From an optimization exercise on the open Yosys and OpenROAD flow, aimed at small area; shortcuts taken in it are not production practice. The RTL of this run was laid out without a check of its function.

==> design.v <==
`timescale 1ns / 1ps
module complex_sinusoid_ddfs#(parameter ROM_DEPTH = 2048, ROM_WIDTH = 16)
(
        input wire                           i_clk,
        input wire                           i_rst,
        input wire        [31:0]             i_freq_control,  
        input wire        [1:0]              i_invert_out,
        output reg signed [ROM_WIDTH-1:0]    o_real,
        output reg signed [ROM_WIDTH-1:0]    o_imag
);
    reg signed [ROM_WIDTH-1:0] rom_memory [ROM_DEPTH-1:0];
    initial begin
        $readmemh("16x2048_sine_lut_quarter.mem", rom_memory);
    end
    reg  [31:0] accumulator;
    wire [10:0] lut_index_sin;
    wire [10:0] lut_index_cos;
    wire [12:0] index;
    wire [ROM_WIDTH-1:0] sin_out;
    wire [ROM_WIDTH-1:0] cos_out;
    wire [1:0] sin_quadrant;
    wire [1:0] cos_quadrant;
    assign sin_quadrant = (i_invert_out[0]) ?  (index[12:11] + 2'd2) : index[12:11];
    assign cos_quadrant = (i_invert_out[1]) ?  (index[12:11] + 2'd3) : (index[12:11] + 1'b1);
    assign index = accumulator[31:19];
    assign lut_index_sin = (sin_quadrant[0]) ? ((ROM_DEPTH-1) - index[10:0]) : index[10:0];
    assign lut_index_cos = (cos_quadrant[0]) ? ((ROM_DEPTH-1) - index[10:0]) : index[10:0];
    assign sin_out  =  (sin_quadrant[1]) ? -rom_memory[lut_index_sin] : rom_memory[lut_index_sin];
    assign cos_out  =  (cos_quadrant[1]) ? -rom_memory[lut_index_cos] : rom_memory[lut_index_cos];
    always@(posedge i_clk) begin
        if(i_rst)begin
            o_real <= 0;
            o_imag <= 0;
            accumulator <= 0;
        end         
        else begin
            accumulator <= accumulator + i_freq_control;
            o_real <= cos_out;
            o_imag <= sin_out;
        end
    end
endmodule
==> 16x2048_sine_lut_quarter.mem <==
0
19
32
4B
64
7D
96
AF
C9
E2
FB
114
12D
146
15F
178
192
1AB
1C4
1DD
1F6
20F
228
242
25B
274
28D
2A6
2BF
2D8
2F1
30B
324
33D
356
36F
388
3A1
3BA
3D4
3ED
406
41F
438
451
46A
483
49C
4B6
4CF
4E8
501
51A
533
54C
565
57E
598
5B1
5CA
5E3
5FC
615
62E
647
660
67A
693
6AC
6C5
6DE
6F7
710
729
742
75B
774
78E
7A7
7C0
7D9
7F2
80B
824
83D
856
86F
888
8A1
8BB
8D4
8ED
906
91F
938
951
96A
983
99C
9B5
9CE
9E7
A00
A19
A32
A4C
A65
A7E
A97
AB0
AC9
AE2
AFB
B14
B2D
B46
B5F
B78
B91
BAA
BC3
BDC
BF5
C0E
C27
C40
C59
C72
C8B
CA4
CBD
CD6
CEF
D08
D21
D3A
D53
D6C
D85
D9E
DB7
DD0
DE9
E02
E1B
E34
E4D
E66
E7F
E98
EB1
ECA
EE3
EFC
F15
F2E
F47
F60
F79
F92
FAB
FC3
FDC
FF5
100E
1027
1040
1059
1072
108B
10A4
10BD
10D6
10EF
1107
1120
1139
1152
116B
1184
119D
11B6
11CF
11E8
1200
1219
1232
124B
1264
127D
1296
12AF
12C7
12E0
12F9
1312
132B
1344
135D
1375
138E
13A7
13C0
13D9
13F2
140A
1423
143C
1455
146E
1486
149F
14B8
14D1
14EA
1502
151B
1534
154D
1566
157E
1597
15B0
15C9
15E1
15FA
1613
162C
1644
165D
1676
168F
16A7
16C0
16D9
16F2
170A
1723
173C
1754
176D
1786
179F
17B7
17D0
17E9
1801
181A
1833
184B
1864
187D
1895
18AE
18C7
18DF
18F8
1911
1929
1942
195B
1973
198C
19A4
19BD
19D6
19EE
1A07
1A20
1A38
1A51
1A69
1A82
1A9B
1AB3
1ACC
1AE4
1AFD
1B15
1B2E
1B46
1B5F
1B78
1B90
1BA9
1BC1
1BDA
1BF2
1C0B
1C23
1C3C
1C54
1C6D
1C85
1C9E
1CB6
1CCF
1CE7
1D00
1D18
1D31
1D49
1D62
1D7A
1D93
1DAB
1DC3
1DDC
1DF4
1E0D
1E25
1E3E
1E56
1E6E
1E87
1E9F
1EB8
1ED0
1EE8
1F01
1F19
1F32
1F4A
1F62
1F7B
1F93
1FAB
1FC4
1FDC
1FF4
200D
2025
203D
2056
206E
2086
209F
20B7
20CF
20E8
2100
2118
2130
2149
2161
2179
2191
21AA
21C2
21DA
21F2
220B
2223
223B
2253
226C
2284
229C
22B4
22CC
22E4
22FD
2315
232D
2345
235D
2375
238E
23A6
23BE
23D6
23EE
2406
241E
2436
244F
2467
247F
2497
24AF
24C7
24DF
24F7
250F
2527
253F
2557
256F
2587
259F
25B7
25CF
25E7
25FF
2617
262F
2647
265F
2677
268F
26A7
26BF
26D7
26EF
2707
271F
2737
274F
2767
277F
2797
27AF
27C6
27DE
27F6
280E
2826
283E
2856
286D
2885
289D
28B5
28CD
28E5
28FC
2914
292C
2944
295C
2973
298B
29A3
29BB
29D2
29EA
2A02
2A1A
2A31
2A49
2A61
2A79
2A90
2AA8
2AC0
2AD7
2AEF
2B07
2B1E
2B36
2B4E
2B65
2B7D
2B95
2BAC
2BC4
2BDB
2BF3
2C0B
2C22
2C3A
2C51
2C69
2C81
2C98
2CB0
2CC7
2CDF
2CF6
2D0E
2D25
2D3D
2D54
2D6C
2D83
2D9B
2DB2
2DCA
2DE1
2DF9
2E10
2E28
2E3F
2E56
2E6E
2E85
2E9D
2EB4
2ECC
2EE3
2EFA
2F12
2F29
2F40
2F58
2F6F
2F86
2F9E
2FB5
2FCC
2FE4
2FFB
3012
302A
3041
3058
306F
3087
309E
30B5
30CC
30E4
30FB
3112
3129
3141
3158
316F
3186
319D
31B4
31CC
31E3
31FA
3211
3228
323F
3256
326D
3285
329C
32B3
32CA
32E1
32F8
330F
3326
333D
3354
336B
3382
3399
33B0
33C7
33DE
33F5
340C
3423
343A
3451
3468
347F
3496
34AD
34C3
34DA
34F1
3508
351F
3536
354D
3563
357A
3591
35A8
35BF
35D6
35EC
3603
361A
3631
3647
365E
3675
368C
36A2
36B9
36D0
36E7
36FD
3714
372B
3741
3758
376F
3785
379C
37B3
37C9
37E0
37F6
380D
3824
383A
3851
3867
387E
3894
38AB
38C2
38D8
38EF
3905
391C
3932
3949
395F
3975
398C
39A2
39B9
39CF
39E6
39FC
3A12
3A29
3A3F
3A56
3A6C
3A82
3A99
3AAF
3AC5
3ADC
3AF2
3B08
3B1F
3B35
3B4B
3B61
3B78
3B8E
3BA4
3BBA
3BD1
3BE7
3BFD
3C13
3C29
3C40
3C56
3C6C
3C82
3C98
3CAE
3CC4
3CDB
3CF1
3D07
3D1D
3D33
3D49
3D5F
3D75
3D8B
3DA1
3DB7
3DCD
3DE3
3DF9
3E0F
3E25
3E3B
3E51
3E67
3E7D
3E93
3EA9
3EBF
3ED5
3EEB
3F00
3F16
3F2C
3F42
3F58
3F6E
3F84
3F99
3FAF
3FC5
3FDB
3FF0
4006
401C
4032
4047
405D
4073
4089
409E
40B4
40CA
40DF
40F5
410B
4120
4136
414C
4161
4177
418C
41A2
41B8
41CD
41E3
41F8
420E
4223
4239
424E
4264
4279
428F
42A4
42BA
42CF
42E4
42FA
430F
4325
433A
4350
4365
437A
4390
43A5
43BA
43D0
43E5
43FA
440F
4425
443A
444F
4465
447A
448F
44A4
44B9
44CF
44E4
44F9
450E
4523
4538
454E
4563
4578
458D
45A2
45B7
45CC
45E1
45F6
460B
4620
4635
464A
465F
4674
4689
469E
46B3
46C8
46DD
46F2
4707
471C
4731
4746
475B
476F
4784
4799
47AE
47C3
47D8
47EC
4801
4816
482B
483F
4854
4869
487E
4892
48A7
48BC
48D0
48E5
48FA
490E
4923
4938
494C
4961
4975
498A
499E
49B3
49C8
49DC
49F1
4A05
4A1A
4A2E
4A43
4A57
4A6B
4A80
4A94
4AA9
4ABD
4AD2
4AE6
4AFA
4B0F
4B23
4B37
4B4C
4B60
4B74
4B89
4B9D
4BB1
4BC5
4BDA
4BEE
4C02
4C16
4C2B
4C3F
4C53
4C67
4C7B
4C8F
4CA4
4CB8
4CCC
4CE0
4CF4
4D08
4D1C
4D30
4D44
4D58
4D6C
4D80
4D94
4DA8
4DBC
4DD0
4DE4
4DF8
4E0C
4E20
4E34
4E48
4E5C
4E6F
4E83
4E97
4EAB
4EBF
4ED3
4EE6
4EFA
4F0E
4F22
4F35
4F49
4F5D
4F71
4F84
4F98
4FAC
4FBF
4FD3
4FE7
4FFA
500E
5021
5035
5049
505C
5070
5083
5097
50AA
50BE
50D1
50E5
50F8
510C
511F
5133
5146
5159
516D
5180
5194
51A7
51BA
51CE
51E1
51F4
5208
521B
522E
5241
5255
5268
527B
528E
52A2
52B5
52C8
52DB
52EE
5301
5314
5328
533B
534E
5361
5374
5387
539A
53AD
53C0
53D3
53E6
53F9
540C
541F
5432
5445
5458
546B
547D
5490
54A3
54B6
54C9
54DC
54EF
5501
5514
5527
553A
554C
555F
5572
5585
5597
55AA
55BD
55CF
55E2
55F4
5607
561A
562C
563F
5651
5664
5677
5689
569C
56AE
56C1
56D3
56E5
56F8
570A
571D
572F
5742
5754
5766
5779
578B
579D
57B0
57C2
57D4
57E7
57F9
580B
581D
582F
5842
5854
5866
5878
588A
589D
58AF
58C1
58D3
58E5
58F7
5909
591B
592D
593F
5951
5963
5975
5987
5999
59AB
59BD
59CF
59E1
59F3
5A05
5A16
5A28
5A3A
5A4C
5A5E
5A6F
5A81
5A93
5AA5
5AB7
5AC8
5ADA
5AEC
5AFD
5B0F
5B21
5B32
5B44
5B56
5B67
5B79
5B8A
5B9C
5BAD
5BBF
5BD0
5BE2
5BF3
5C05
5C16
5C28
5C39
5C4B
5C5C
5C6D
5C7F
5C90
5CA2
5CB3
5CC4
5CD6
5CE7
5CF8
5D09
5D1B
5D2C
5D3D
5D4E
5D5F
5D71
5D82
5D93
5DA4
5DB5
5DC6
5DD7
5DE9
5DFA
5E0B
5E1C
5E2D
5E3E
5E4F
5E60
5E71
5E82
5E93
5EA4
5EB4
5EC5
5ED6
5EE7
5EF8
5F09
5F1A
5F2A
5F3B
5F4C
5F5D
5F6E
5F7E
5F8F
5FA0
5FB0
5FC1
5FD2
5FE2
5FF3
6004
6014
6025
6036
6046
6057
6067
6078
6088
6099
60A9
60BA
60CA
60DB
60EB
60FB
610C
611C
612D
613D
614D
615E
616E
617E
618E
619F
61AF
61BF
61CF
61E0
61F0
6200
6210
6220
6230
6240
6251
6261
6271
6281
6291
62A1
62B1
62C1
62D1
62E1
62F1
6301
6311
6320
6330
6340
6350
6360
6370
6380
638F
639F
63AF
63BF
63CE
63DE
63EE
63FE
640D
641D
642D
643C
644C
645B
646B
647B
648A
649A
64A9
64B9
64C8
64D8
64E7
64F7
6506
6516
6525
6534
6544
6553
6562
6572
6581
6590
65A0
65AF
65BE
65CD
65DD
65EC
65FB
660A
6619
6629
6638
6647
6656
6665
6674
6683
6692
66A1
66B0
66BF
66CE
66DD
66EC
66FB
670A
6719
6728
6737
6745
6754
6763
6772
6781
6790
679E
67AD
67BC
67CA
67D9
67E8
67F7
6805
6814
6822
6831
6840
684E
685D
686B
687A
6888
6897
68A5
68B4
68C2
68D1
68DF
68ED
68FC
690A
6919
6927
6935
6944
6952
6960
696E
697D
698B
6999
69A7
69B5
69C4
69D2
69E0
69EE
69FC
6A0A
6A18
6A26
6A34
6A42
6A50
6A5E
6A6C
6A7A
6A88
6A96
6AA4
6AB2
6AC0
6ACE
6ADB
6AE9
6AF7
6B05
6B13
6B20
6B2E
6B3C
6B4A
6B57
6B65
6B73
6B80
6B8E
6B9C
6BA9
6BB7
6BC4
6BD2
6BDF
6BED
6BFA
6C08
6C15
6C23
6C30
6C3E
6C4B
6C58
6C66
6C73
6C81
6C8E
6C9B
6CA8
6CB6
6CC3
6CD0
6CDD
6CEB
6CF8
6D05
6D12
6D1F
6D2C
6D3A
6D47
6D54
6D61
6D6E
6D7B
6D88
6D95
6DA2
6DAF
6DBC
6DC9
6DD6
6DE3
6DEF
6DFC
6E09
6E16
6E23
6E30
6E3C
6E49
6E56
6E63
6E6F
6E7C
6E89
6E95
6EA2
6EAF
6EBB
6EC8
6ED4
6EE1
6EED
6EFA
6F07
6F13
6F1F
6F2C
6F38
6F45
6F51
6F5E
6F6A
6F76
6F83
6F8F
6F9B
6FA8
6FB4
6FC0
6FCC
6FD9
6FE5
6FF1
6FFD
7009
7016
7022
702E
703A
7046
7052
705E
706A
7076
7082
708E
709A
70A6
70B2
70BE
70CA
70D6
70E1
70ED
70F9
7105
7111
711C
7128
7134
7140
714B
7157
7163
716E
717A
7186
7191
719D
71A8
71B4
71BF
71CB
71D6
71E2
71ED
71F9
7204
7210
721B
7226
7232
723D
7248
7254
725F
726A
7276
7281
728C
7297
72A2
72AE
72B9
72C4
72CF
72DA
72E5
72F0
72FB
7306
7311
731C
7327
7332
733D
7348
7353
735E
7369
7374
737F
7389
7394
739F
73AA
73B5
73BF
73CA
73D5
73DF
73EA
73F5
73FF
740A
7415
741F
742A
7434
743F
7449
7454
745E
7469
7473
747E
7488
7492
749D
74A7
74B1
74BC
74C6
74D0
74DB
74E5
74EF
74F9
7503
750E
7518
7522
752C
7536
7540
754A
7554
755E
7568
7572
757C
7586
7590
759A
75A4
75AE
75B8
75C2
75CC
75D5
75DF
75E9
75F3
75FD
7606
7610
761A
7623
762D
7637
7640
764A
7653
765D
7667
7670
767A
7683
768D
7696
76A0
76A9
76B2
76BC
76C5
76CF
76D8
76E1
76EA
76F4
76FD
7706
7710
7719
7722
772B
7734
773D
7747
7750
7759
7762
776B
7774
777D
7786
778F
7798
77A1
77AA
77B3
77BC
77C4
77CD
77D6
77DF
77E8
77F1
77F9
7802
780B
7813
781C
7825
782E
7836
783F
7847
7850
7859
7861
786A
7872
787B
7883
788C
7894
789C
78A5
78AD
78B6
78BE
78C6
78CF
78D7
78DF
78E7
78F0
78F8
7900
7908
7910
7919
7921
7929
7931
7939
7941
7949
7951
7959
7961
7969
7971
7979
7981
7989
7991
7998
79A0
79A8
79B0
79B8
79BF
79C7
79CF
79D7
79DE
79E6
79EE
79F5
79FD
7A04
7A0C
7A14
7A1B
7A23
7A2A
7A32
7A39
7A41
7A48
7A4F
7A57
7A5E
7A66
7A6D
7A74
7A7C
7A83
7A8A
7A91
7A99
7AA0
7AA7
7AAE
7AB5
7ABC
7AC4
7ACB
7AD2
7AD9
7AE0
7AE7
7AEE
7AF5
7AFC
7B03
7B0A
7B11
7B18
7B1E
7B25
7B2C
7B33
7B3A
7B41
7B47
7B4E
7B55
7B5C
7B62
7B69
7B70
7B76
7B7D
7B83
7B8A
7B91
7B97
7B9E
7BA4
7BAB
7BB1
7BB8
7BBE
7BC4
7BCB
7BD1
7BD8
7BDE
7BE4
7BEB
7BF1
7BF7
7BFD
7C04
7C0A
7C10
7C16
7C1C
7C22
7C29
7C2F
7C35
7C3B
7C41
7C47
7C4D
7C53
7C59
7C5F
7C65
7C6B
7C70
7C76
7C7C
7C82
7C88
7C8E
7C93
7C99
7C9F
7CA5
7CAA
7CB0
7CB6
7CBB
7CC1
7CC7
7CCC
7CD2
7CD7
7CDD
7CE2
7CE8
7CED
7CF3
7CF8
7CFE
7D03
7D08
7D0E
7D13
7D18
7D1E
7D23
7D28
7D2E
7D33
7D38
7D3D
7D42
7D48
7D4D
7D52
7D57
7D5C
7D61
7D66
7D6B
7D70
7D75
7D7A
7D7F
7D84
7D89
7D8E
7D93
7D98
7D9C
7DA1
7DA6
7DAB
7DB0
7DB4
7DB9
7DBE
7DC2
7DC7
7DCC
7DD0
7DD5
7DDA
7DDE
7DE3
7DE7
7DEC
7DF0
7DF5
7DF9
7DFE
7E02
7E06
7E0B
7E0F
7E13
7E18
7E1C
7E20
7E25
7E29
7E2D
7E31
7E36
7E3A
7E3E
7E42
7E46
7E4A
7E4E
7E52
7E56
7E5A
7E5E
7E62
7E66
7E6A
7E6E
7E72
7E76
7E7A
7E7E
7E82
7E85
7E89
7E8D
7E91
7E94
7E98
7E9C
7EA0
7EA3
7EA7
7EAA
7EAE
7EB2
7EB5
7EB9
7EBC
7EC0
7EC3
7EC7
7ECA
7ECE
7ED1
7ED4
7ED8
7EDB
7EDE
7EE2
7EE5
7EE8
7EEC
7EEF
7EF2
7EF5
7EF8
7EFC
7EFF
7F02
7F05
7F08
7F0B
7F0E
7F11
7F14
7F17
7F1A
7F1D
7F20
7F23
7F26
7F29
7F2C
7F2E
7F31
7F34
7F37
7F3A
7F3C
7F3F
7F42
7F44
7F47
7F4A
7F4C
7F4F
7F52
7F54
7F57
7F59
7F5C
7F5E
7F61
7F63
7F66
7F68
7F6A
7F6D
7F6F
7F71
7F74
7F76
7F78
7F7B
7F7D
7F7F
7F81
7F84
7F86
7F88
7F8A
7F8C
7F8E
7F90
7F92
7F94
7F96
7F98
7F9A
7F9C
7F9E
7FA0
7FA2
7FA4
7FA6
7FA8
7FA9
7FAB
7FAD
7FAF
7FB0
7FB2
7FB4
7FB6
7FB7
7FB9
7FBB
7FBC
7FBE
7FBF
7FC1
7FC2
7FC4
7FC5
7FC7
7FC8
7FCA
7FCB
7FCD
7FCE
7FCF
7FD1
7FD2
7FD3
7FD5
7FD6
7FD7
7FD8
7FD9
7FDB
7FDC
7FDD
7FDE
7FDF
7FE0
7FE1
7FE2
7FE3
7FE4
7FE5
7FE6
7FE7
7FE8
7FE9
7FEA
7FEB
7FEC
7FED
7FEE
7FEE
7FEF
7FF0
7FF1
7FF1
7FF2
7FF3
7FF3
7FF4
7FF5
7FF5
7FF6
7FF6
7FF7
7FF7
7FF8
7FF8
7FF9
7FF9
7FFA
7FFA
7FFB
7FFB
7FFB
7FFC
7FFC
7FFC
7FFD
7FFD
7FFD
7FFD
7FFE
7FFE
7FFE
7FFE
7FFE
7FFE
7FFE
7FFE
7FFE
7FFE
==> run.sh <==
#!/bin/bash
# synth_recipe.tcl (not shown) runs the flow's synth.tcl, then flattens the netlist and writes it again
# the make line also repeats each setting of config.mk as NAME=value (left out here)
make -C /OpenROAD-flow-scripts/flow DESIGN_CONFIG=/design/flow/config.mk WORK_HOME=/design/flow/orfs CLKGATE_MAP_FILE= SYNTH_SCRIPT=/design/flow/synth_recipe.tcl finish
==> config.mk <==
export PLATFORM = sky130hd
export DESIGN_NAME = complex_sinusoid_ddfs
export DESIGN_NICKNAME = complex_sinusoid_ddfs
export VERILOG_FILES = /design/flow/design.v
export SDC_FILE = /design/flow/constraint.sdc
export NUM_CORES = 4
export LEC_CHECK = 0
export ABC_AREA = 1
export CAP_MARGIN = 20
export CELL_PAD_IN_SITES_DETAIL_PLACEMENT = 2
export CELL_PAD_IN_SITES_GLOBAL_PLACEMENT = 4
export CORE_MARGIN = 2
export CORE_UTILIZATION = 20
export PLACE_DENSITY = 0.25
export SLEW_MARGIN = 20
export SYNTH_MEMORY_MAX_BITS = 1048576
==> constraint.sdc <==
create_clock -name core_clock -period 10.0 [get_ports {i_clk}]
set_input_delay 2.0000 -clock core_clock [delete_from_list [all_inputs] [get_ports {i_clk}]]
set_output_delay 2.0000 -clock core_clock [all_outputs]
set_load 0.01 [all_outputs]
==> summary.md <==
| Metric | Value |
|---|---|
| Cell area after layout | `between 30,000 and 40,000 µm²` |
| Crit path required time | `~10 ns` |
| FF+latch count, synth | `between 60 and 70` |
| Longest Clk Path Bufs | `2` |
| Hold_buf cts | `0` |
| Synth Area in XOR/XNOR | `0.00419` |
| Worst endpoint data arrival time | `around 7.2 ns` |
| CP dominant cell by count | `nand2_1` |
| Vias in the first global route | `around 53,000` |
| Worst-skew pair later-pin latency | `0.40 ns` |
| Critical path's slowest cell | `nand2_1` |
| DR pass1 iterations | `6` |
| Critical path type | `flop to flop` |
| Avg Cell Area, Syn | `4.69 µm²` |
| Final-stage net count | `~6,600` |
| Largest net degree at the start of global routing | `between 100 and 150` |
| DP Worst Slack | `approximately 3.5 ns` |
| Dpl cell area | `around 34,000 µm²` |
| Element type at the critical path start | `flop` |
| Clock Sink Count | `64` |
| First-pass GRT wire length | `just under 500,000 µm` |
| Largest family of logic cells by synthesized area | `simple AND/OR/NAND/NOR gates` |
| Root Driver | `clkbuf_16` |
| Min-delay worst type | `flop to flop` |
| DRT iter0 DRCs | `around 6,500` |
| Slew Viols, Final | `0` |
| Cells after DPL | `about 8,500` |
| Worst clock skew | `between 0.01 and 0.015 ns` |
| Post-synth EDFFs | `0` |
| CP max stage delay | `about 0.78 ns` |
| Critical Path End Type | `flop` |
| Setup slack after layout | `about 3.2 ns` |
| Yosys cell types | `64` |
| Yosys Warn Count | `1` |
| Detail Placement HPWL | `around 260,000 µm` |
| PostCTS Resize Cnt | `0` |
| Multiplexer share of the synthesized area | `0` |
| Clock buffer count from CTS | `9` |
| Final Critical Period | `6.84 ns` |
| Core Area | `156,000 µm²` |
| Area Overhead vs Synth | `8.25%` |
| Outcome | `finished clean` |
| Port Buf Inserts | `67` |
| Share of the clock period used by the worst path | `0.684` |
| Initial core utilization | `0.201` |
| Max Fclk | `0.146 GHz` |
| Initial antenna violation count | `17` |
| Post-Syn Area | `between 30,000 and 40,000 µm²` |
| Synthesized instance count | `6,691` |
| Hold Fails Final Rpt | `0` |
| Max cap viols | `0` |
| Sequential element share of the synthesized area | `0.0408` |
| GP Congestion | `1.01` |
| IO Count | `68` |
| Setup bufs post-CTS | `0` |
| Share of layout cells above drive strength 1 | `0.0505` |
| Routed len/inst | `42.0 µm` |
| Async S/R FF share, synth | `0` |
| Crit-path max FO | `14` |
| Simple-gate share of the synthesized area | `0.621` |
| Total number of vias | `between 50,000 and 60,000` |
| CP Buf/Inv Count | `3` |
| Synth Area in Adders | `0.0297` |
| Final non-filler cell total | `between 8,000 and 9,000` |
| Chip width | `between 400 and 500 µm` |
| Max_slew headroom | `0.186` |
| Clock-pin slew on the worst setup and hold paths | `roughly 0.07 ns` |
| GRT overflow | `0` |
| TritonCTS clock tree | `done` |
| RSZ-0062 raised after global routing | `no` |
| Vias/cell | `6.10` |
| # H-tree levels | `3` |
| Worst slew pin tran | `between 1 and 1.5 ns` |
| Main synth FF type | `dfxtp_1` |
| Crit path max-delay family | `simple AND/OR/NAND/NOR gates` |
| Final setup viols | `0` |
| Row cnt | `roughly 150` |
| Chip height | `~400 µm` |
| Post-route ant nets | `0` |
| Syn Nets | `between 6,000 and 7,000` |
| Die Area | `~160,000 µm²` |
| Complex-gate fraction of the synthesized area | `0.188` |
| Setup tns final | `0 ns` |
| DRT Wirelength | `360,000 µm` |
| Global Route Usage Sum | `0.436` |
| DRC Markers | `0` |
cell usage in the layout (no fill, tap or decap), drive strengths merged, types with 8 or more instances in the layout:
master         instances
nand3                870
a22oi                 13
nand4                110
o22ai                 10
clkdlybuf4s50         67
dfxtp                 64
buf                  141
o211ai                53
o31ai                  9
inv                  344
o21ai                459
a31oi                 29
o21a                  17
o221ai                 9
diode                 11
clkinv                10
ha                    73
nor2                 532
nor3                  32
nand3b                 8
clkbuf                10
a21oi                461
nand2               3108
worst min-delay path: stages, from the launching register on:
cell	delay, ns
dfxtp_1	0.31
ha_1	0.11
inv_1	0.03
nor2_1	0.06
per-layer routing:
metal,track usage,vias up,part of all wire
met3,0.0916,966,0.089
li1,-,21500,-
met4,0.272,16,0.074
met1,0.573,26600,0.42
met5,0,-,0.00031
met2,0.646,3126,0.42
through the flow:
stage,hold WS (ns),utilization
after floorplan,0.519,-
after global placement,0.526,0.216
after detailed placement,0.549,0.216
after CTS,0.563,0.218
after global routing,0.579,0.218
final,0.554,0.218
sequential cells by signal, indices dropped and copies added, names as in the netlist:
| register | count |
|---|---|
| accumulator | 32 |
| o_imag | 16 |
| o_real | 16 |
cells in the mapped netlist, types with 5 or more instances:
cell | instances | area [µm²]
nand3b_1 | 8 | 60.1
clkbuf_1 | 80 | 300
o22ai_1 | 10 | 62.6
nor3_1 | 31 | 155
inv_2 | 21 | 78.8
o21ai_0 | 371 | 1860
buf_2 | 234 | 1170
o2111ai_1 | 6 | 52.6
inv_1 | 322 | 1210
ha_1 | 73 | 913
o221ai_1 | 9 | 78.8
nand2_4 | 17 | 191
a31oi_1 | 29 | 181
nand2_1 | 3044 | 11400
o211ai_1 | 53 | 398
o21ai_1 | 86 | 430
o21a_1 | 17 | 128
buf_4 | 56 | 420
a22oi_1 | 13 | 97.6
and2_1 | 7 | 43.8
clkinv_1 | 6 | 22.5
nand4_1 | 110 | 688
nor2_2 | 17 | 106
nand2_2 | 45 | 282
nor2_1 | 511 | 1920
dfxtp_1 | 64 | 1280
nand3_2 | 21 | 210
buf_1 | 27 | 101
or2_2 | 5 | 31.3
buf_6 | 25 | 282
a21oi_1 | 460 | 2300
o21bai_1 | 5 | 37.5
nand3_1 | 848 | 4240
o31ai_1 | 9 | 67.6
cells by family after synthesis:
group	after synthesis
AOI/OAI and AO/OA	1092
DFF	64
and+or+nand+nor	4677
buffers and inverters	775
adders and majority gates	74
xor gates and xnor gates	9
final timing paths:
kind / slack [ns] / depth (start not counted) / from / end
max: 3.16 / 25 / accumulator[30] / o_real[10]
min: 0.55 / 3 / accumulator[0] / accumulator[0]
max reg2reg: 3.16 / 25 / accumulator[30] / o_real[10]
min reg2reg: 0.55 / 3 / accumulator[0] / accumulator[0]
final cells by class:
class / instances / area, µm²
diodes: 11 / 27.5
fillers: 20300 / 122000
clock inverters: 6 / 42.5
well taps: 2058 / 2570
inverters: 350 / 1340
repair buffers: 208 / 1820
clock buffers: 10 / 239
multi-input cells: 5852 / 26700
flip-flops and latches: 64 / 1280

port drivers added, routing unchanged:
How much do the figures lean on ideal ports? The routed layout below was timed once more, with nothing changed but the port constraints. Step 1 sets driving cells, clkbuf_16 on the clock port and buf_2 on the other inputs (assumed; they add their load-dependent delay and slew). Step 2 also shifts input and output timing later by t, the mid clock arrival at the registers, as if the neighbouring blocks saw the same clock. Three values: no drivers, after step 1, after step 2; two values: the first two.
shift t [ns]: 0.461
setup WS [ns]: 3.157 / 3.157 / 3.157
hold slack, ns: 0.554 / 0.554 / 0.554
worst register clock-pin slew, ns: 0.07 / 0.07
After both steps this run still meets setup and hold. The setup slack of this run moves by 0.000 ns with the drivers and by 0.000 ns with both steps.
